Background: an optimization exercise with open tools, aiming at small area. Do not read the settings as production practice.
In this exercise RTL edits were held to simulation tests only and were not proved equivalent to the original.
No driver is modelled on the clock port, so clocking that relies on it looks cheaper here than on a real chip.
Power figures rest on the tool's default switching activity, not on a simulated workload.

## run P
// mkmif
module mkmif(
             input wire           clk,
             input wire           reset_n,
             output wire          spi_sclk,
             output wire          spi_cs_n,
             input wire           spi_do,
             output wire          spi_di,
             input wire           cs,
             input wire           we,
             input wire  [7 : 0]  address,
             input wire  [31 : 0] write_data,
             output wire [31 : 0] read_data
            );
==> module mkmif, before the edit <==
module mkmif(
             input wire           clk,
             input wire           reset_n,
             output wire          spi_sclk,
             output wire          spi_cs_n,
             input wire           spi_do,
             output wire          spi_di,
             input wire           cs,
             input wire           we,
             input wire  [7 : 0]  address,
             input wire  [31 : 0] write_data,
             output wire [31 : 0] read_data
            );
  localparam ADDR_NAME0       = 8'h00;
  localparam ADDR_NAME1       = 8'h01;
  localparam ADDR_VERSION     = 8'h02;
  localparam ADDR_CTRL        = 8'h08;
  localparam ADDR_STATUS      = 8'h09;
  localparam ADDR_SCLK_DIV    = 8'h0a;
  localparam ADDR_EMEM_ADDR   = 8'h10;
  localparam ADDR_EMEM_DATA   = 8'h20;
  localparam DEFAULT_SCLK_DIV = 16'h0020;
  localparam CORE_NAME0   = 32'h6d6b6d69;  
  localparam CORE_NAME1   = 32'h66202020;  
  localparam CORE_VERSION = 32'h302e3130;  
  localparam CTRL_RDYA  = 3'h0;
  localparam CTRL_RDYB  = 3'h1;
  localparam CTRL_SET   = 3'h2;
  localparam CTRL_START = 3'h3;
  localparam CTRL_CSL   = 3'h4;
  localparam CTRL_CMPL  = 3'h5;
  localparam CTRL_WAIT  = 3'h6;
  localparam CTRL_DONE  = 3'h7;
  reg  [2 : 0]  ctrl_reg;
  reg  [2 : 0]  ctrl_new;
  reg  [2 : 0]  op_reg;          
  reg           valid_reg;
  reg           sclk_reg;
  reg  [15 : 0] sclk_div_reg;
  reg  [15 : 0] addr_reg;
  reg           addr_ok_reg;     
  reg  [31 : 0] wdata_reg;
  reg           wdata_ok_reg;    
  reg  [31 : 0] rdata_reg;
  reg           rdata_ok_reg;    
  reg  [47 : 0] shift_reg;
  reg           addr_ok_snap;
  reg           wdata_ok_snap;
  reg  [15 : 0] div_reg;
  reg  [15 : 0] clk_ctr_reg;
  reg  [5 : 0]  bit_ctr_reg;
  reg           do_sample0_reg;
  reg           do_sample1_reg;
  wire bus_wr    = cs & we;
  wire bus_rd    = cs & ~we;
  wire is_init   = op_reg[2];
  wire is_write  = op_reg[1] & ~op_reg[2];
  wire pending   = |op_reg;
  wire st_ready  = (ctrl_reg == CTRL_RDYA) | (ctrl_reg == CTRL_RDYB);
  wire st_set    = ctrl_reg == CTRL_SET;
  wire st_start  = ctrl_reg == CTRL_START;
  wire st_wait   = ctrl_reg == CTRL_WAIT;
  wire st_cmpl   = ctrl_reg == CTRL_CMPL;
  wire accept    = st_ready & pending;
  wire load_op   = (st_ready & ~pending) | st_cmpl;
  wire tick      = clk_ctr_reg == div_reg;
  wire fall      = st_wait & tick & sclk_reg;
  wire shift     = fall & (is_init | (bit_ctr_reg[5 : 3] != 3'h0));
  wire done      = is_init ? bit_ctr_reg[4] : (&bit_ctr_reg[5 : 3]);
  reg           di;
  assign spi_sclk = sclk_reg;
  assign spi_cs_n = ~(ctrl_reg[2] & ctrl_reg[1]);
  assign spi_di   = di;
  always @ (posedge clk or negedge reset_n)
    begin
      if (!reset_n)
        begin
          ctrl_reg     <= CTRL_RDYA;
          op_reg       <= 3'b100;
          valid_reg    <= 1'b0;
          sclk_reg     <= 1'b0;
          sclk_div_reg <= DEFAULT_SCLK_DIV;
          addr_ok_reg  <= 1'b0;
          wdata_ok_reg <= 1'b0;
          rdata_ok_reg <= 1'b0;
        end
      else
        begin
          ctrl_reg <= ctrl_new;
          if (load_op)
            op_reg <= (bus_wr && (address == ADDR_CTRL)) ? write_data[2 : 0] : 3'h0;
          if (accept & op_reg[0])
            valid_reg <= 1'b0;
          else if (st_cmpl)
            valid_reg <= 1'b1;
          if (st_start)
            sclk_reg <= 1'b0;
          else if (st_wait & tick)
            sclk_reg <= ~sclk_reg;
          if (bus_wr && (address == ADDR_SCLK_DIV))
            sclk_div_reg <= write_data[15 : 0];
          if (bus_wr && (address == ADDR_EMEM_ADDR))
            addr_ok_reg <= 1'b1;
          if (bus_wr && (address == ADDR_EMEM_DATA))
            wdata_ok_reg <= 1'b1;
          if (st_cmpl)
            rdata_ok_reg <= 1'b1;
        end
    end
  always @ (posedge clk)
    begin
      do_sample0_reg <= spi_do;
      do_sample1_reg <= do_sample0_reg;
      if (bus_wr && (address == ADDR_EMEM_ADDR))
        addr_reg <= write_data[15 : 0];
      if (bus_wr && (address == ADDR_EMEM_DATA))
        wdata_reg <= write_data;
      if (st_cmpl)
        rdata_reg <= {(is_init ? 16'h0 : shift_reg[31 : 16]), shift_reg[15 : 0]};
      if (st_set)
        begin
          shift_reg     <= {addr_reg, wdata_reg};
          div_reg       <= sclk_div_reg;
          addr_ok_snap  <= addr_ok_reg;
          wdata_ok_snap <= wdata_ok_reg;
        end
      else if (shift)
        shift_reg <= {shift_reg[46 : 0], do_sample1_reg};
      if (!st_wait || tick)
        clk_ctr_reg <= 16'h0;
      else
        clk_ctr_reg <= clk_ctr_reg + 1'b1;
      if (!st_wait)
        bit_ctr_reg <= 6'h0;
      else if (fall)
        bit_ctr_reg <= bit_ctr_reg + 1'b1;
    end
  always @*
    begin : ctrl
      case (ctrl_reg)
        CTRL_RDYA, CTRL_RDYB: ctrl_new = pending ? CTRL_SET : CTRL_RDYB;
        CTRL_SET:             ctrl_new = CTRL_START;
        CTRL_START:           ctrl_new = CTRL_CSL;
        CTRL_CSL:             ctrl_new = CTRL_WAIT;
        CTRL_WAIT:            ctrl_new = done ? CTRL_DONE : CTRL_WAIT;
        CTRL_DONE:            ctrl_new = CTRL_CMPL;
        default:              ctrl_new = CTRL_RDYA;
      endcase
    end
  always @*
    begin : di_gen
      if (is_init)
        di = (bit_ctr_reg == 6'd7) | (bit_ctr_reg == 6'd9) | (bit_ctr_reg == 6'd15);
      else if (bit_ctr_reg[5 : 3] == 3'h0)
        di = (bit_ctr_reg[2 : 0] == 3'd6) | ((bit_ctr_reg[2 : 0] == 3'd7) & ~op_reg[1]);
      else if (bit_ctr_reg < 6'd24)
        di = shift_reg[47] & addr_ok_snap;
      else
        di = shift_reg[47] & wdata_ok_snap & op_reg[1];
    end
  reg [31 : 0] tmp_read_data;
  always @*
    begin : api
      tmp_read_data = 32'h0;
      if (bus_rd)
        begin
          case (address)
            ADDR_NAME0:     tmp_read_data = CORE_NAME0;
            ADDR_NAME1:     tmp_read_data = CORE_NAME1;
            ADDR_VERSION:   tmp_read_data = CORE_VERSION;
            ADDR_STATUS:    tmp_read_data = {30'h0, valid_reg, (ctrl_reg == CTRL_RDYB)};
            ADDR_SCLK_DIV:  tmp_read_data = {16'h0, sclk_div_reg};
            ADDR_EMEM_ADDR: tmp_read_data = addr_ok_reg ? {16'h0, addr_reg} : 32'h0;
            ADDR_EMEM_DATA: tmp_read_data = rdata_ok_reg ? rdata_reg : 32'h0;
            default:        tmp_read_data = 32'h0;
          endcase
        end
    end
  assign read_data = tmp_read_data;
endmodule  
==> flow/config.mk <==
export PLATFORM = sky130hd
export DESIGN_NAME = mkmif
export DESIGN_NICKNAME = mkmif
export VERILOG_FILES = /design/flow/design.v
export SDC_FILE = /design/flow/constraint.sdc
export NUM_CORES = 4
export LEC_CHECK = 0
export CAP_MARGIN = 20
export CORE_MARGIN = 2
export CORE_UTILIZATION = 40
export CTS_BUF_LIST = sky130_fd_sc_hd__clkbuf_8
export SLEW_MARGIN = 20
==> flow/constraint.sdc <==
create_clock -name core_clock -period 6.0 [get_ports {clk}]
set_input_delay 1.2000 -clock core_clock [delete_from_list [all_inputs] [get_ports {clk}]]
set_output_delay 1.2000 -clock core_clock [all_outputs]
set_load 0.01 [all_outputs]
standard.sh (not shown) runs the stock make flow with config.mk's settings and CLKGATE_MAP_FILE= SYNTH_SCRIPT=/design/flow/synth_recipe.tcl, a recipe that flattens the netlist after the stock synthesis.
==> flow/flow/run.sh <==
#!/bin/bash
# The standard layout (standard.sh, standard synthesis unchanged) with:
# - port buffers made from the smallest buffer cell (buf_1),
# - clock tree synthesis without dummy load cells,
# - after CTS, cells on paths with slack downsized (repair_timing -recover_power).
# Each make step's full log stays under orfs/logs/; standard.sh's own output goes to standard.log.
set -euo pipefail
HERE=$(pwd)
export BUFFER_PORTS_ARGS="-buffer_cell sky130_fd_sc_hd__buf_1"
export CTS_ARGS="-sink_clustering_enable -repair_clock_nets -dont_use_dummy_load -buf_list sky130_fd_sc_hd__clkbuf_8"
export POST_CTS_TCL="$HERE/flow/post_cts.tcl"
bash standard.sh > standard.log 2>&1
==> flow/flow/post_cts.tcl <==
# Downsize cells that have timing slack to spare, then legalize again.
log_cmd repair_timing -recover_power 100 -verbose
detailed_placement
check_placement -verbose
No stage failed in run P, and the final checks on the layout all came back clean.
Input-level comparison between run D and run P:
diff --git a/flow/design.v b/flow/design.v
--- a/flow/design.v
+++ b/flow/design.v
@@ -41,10 +41,11 @@
   reg           addr_ok_reg;     
   reg  [31 : 0] wdata_reg;
   reg           wdata_ok_reg;    
   reg  [31 : 0] rdata_reg;
   reg           rdata_ok_reg;    
+  reg           rdata_hi_ok_reg;  
   reg  [47 : 0] shift_reg;
   reg           addr_ok_snap;
   reg           wdata_ok_snap;
   reg  [15 : 0] div_reg;
   reg  [15 : 0] clk_ctr_reg;
@@ -81,10 +82,11 @@
           sclk_reg     <= 1'b0;
           sclk_div_reg <= DEFAULT_SCLK_DIV;
           addr_ok_reg  <= 1'b0;
           wdata_ok_reg <= 1'b0;
           rdata_ok_reg <= 1'b0;
+          rdata_hi_ok_reg <= 1'b0;
         end
       else
         begin
           ctrl_reg <= ctrl_new;
           if (load_op)
@@ -102,11 +104,14 @@
           if (bus_wr && (address == ADDR_EMEM_ADDR))
             addr_ok_reg <= 1'b1;
           if (bus_wr && (address == ADDR_EMEM_DATA))
             wdata_ok_reg <= 1'b1;
           if (st_cmpl)
-            rdata_ok_reg <= 1'b1;
+            begin
+              rdata_ok_reg    <= 1'b1;
+              rdata_hi_ok_reg <= ~is_init;
+            end
         end
     end
   always @ (posedge clk)
     begin
       do_sample0_reg <= spi_do;
@@ -114,20 +119,20 @@
       if (bus_wr && (address == ADDR_EMEM_ADDR))
         addr_reg <= write_data[15 : 0];
       if (bus_wr && (address == ADDR_EMEM_DATA))
         wdata_reg <= write_data;
       if (st_cmpl)
-        rdata_reg <= {(is_init ? 16'h0 : shift_reg[31 : 16]), shift_reg[15 : 0]};
+        rdata_reg <= shift_reg[31 : 0];
       if (st_set)
         begin
-          shift_reg     <= {addr_reg, wdata_reg};
           div_reg       <= sclk_div_reg;
           addr_ok_snap  <= addr_ok_reg;
           wdata_ok_snap <= wdata_ok_reg;
         end
-      else if (shift)
-        shift_reg <= {shift_reg[46 : 0], do_sample1_reg};
+      if (st_set | shift)
+        shift_reg <= ({48{st_set}} & {addr_reg, wdata_reg}) |
+                     ({48{shift}}  & {shift_reg[46 : 0], do_sample1_reg});
       if (!st_wait || tick)
         clk_ctr_reg <= 16'h0;
       else
         clk_ctr_reg <= clk_ctr_reg + 1'b1;
       if (!st_wait)
@@ -169,11 +174,12 @@
             ADDR_NAME1:     tmp_read_data = CORE_NAME1;
             ADDR_VERSION:   tmp_read_data = CORE_VERSION;
             ADDR_STATUS:    tmp_read_data = {30'h0, valid_reg, (ctrl_reg == CTRL_RDYB)};
             ADDR_SCLK_DIV:  tmp_read_data = {16'h0, sclk_div_reg};
             ADDR_EMEM_ADDR: tmp_read_data = addr_ok_reg ? {16'h0, addr_reg} : 32'h0;
-            ADDR_EMEM_DATA: tmp_read_data = rdata_ok_reg ? rdata_reg : 32'h0;
+            ADDR_EMEM_DATA: tmp_read_data = {(rdata_hi_ok_reg ? rdata_reg[31 : 16] : 16'h0),
+                                              (rdata_ok_reg ? rdata_reg[15 : 0] : 16'h0)};
             default:        tmp_read_data = 32'h0;
           endcase
         end
     end
   assign read_data = tmp_read_data;
[summary]
For the worst setup timing slack at the placement stage, run D came in 0.12 ns lower than run P did. [run D vs run P] area of the core: lower in run D. Number of global-route vias before repair came out lower on run D than on run P. Of run D and run P, the run reporting the lower post-synthesis mux area share was run D. Total power of run D is higher than that of run P. Relative to run P, the final cell area reported for run D is lower. Between run P and run D, the clock tree cell share of total cell area figures differ only marginally. Area added between synthesis and finish: run D > run P. Relative slew slack, run D and run P, lower one = run D. Per the comparison of run D with run P, source-to-sink clock delay at the later pin of the worst-skew pair was more or less identical, area share of fa/ha/maj cells after synthesis was more or less identical, post-layout worst setup margin went up by 0.059 ns, flip-flop and latch count went up by 0.51%, effective utilization at floorplan went up by 0.39 points.

what the ideal ports hide:
The results above use ideal ports. As a check the final layouts listed here were re-extracted and re-timed, cells and wires unchanged. Step 1, drivers: a clkbuf_16 drives clk and a buf_2 each remaining input, both assumed. Step 2 times the ports against the registers' clock, not the clock port: input delays grow and output delays shrink by t, the midpoint of the rising clock arrivals with the driver on. Slacks: ideal / step 1 / step 2; pairs: ideal / step 1.
run	shift t [ns]	setup slack, ns	worst setup path at the end	worst data-port slew with drivers (ns)	pins driven straight from the clock port
run P	0.491	1.037 / 1.014 / 1.014	input to output	0.04	1
run D	0.477	1.095 / 1.063 / 1.063	input to output	0.07	1
After both steps every run listed still meets setup and hold. For run D, which loses most, drivers alone change the setup slack by -0.032 ns; drivers and shift together by -0.032 ns.
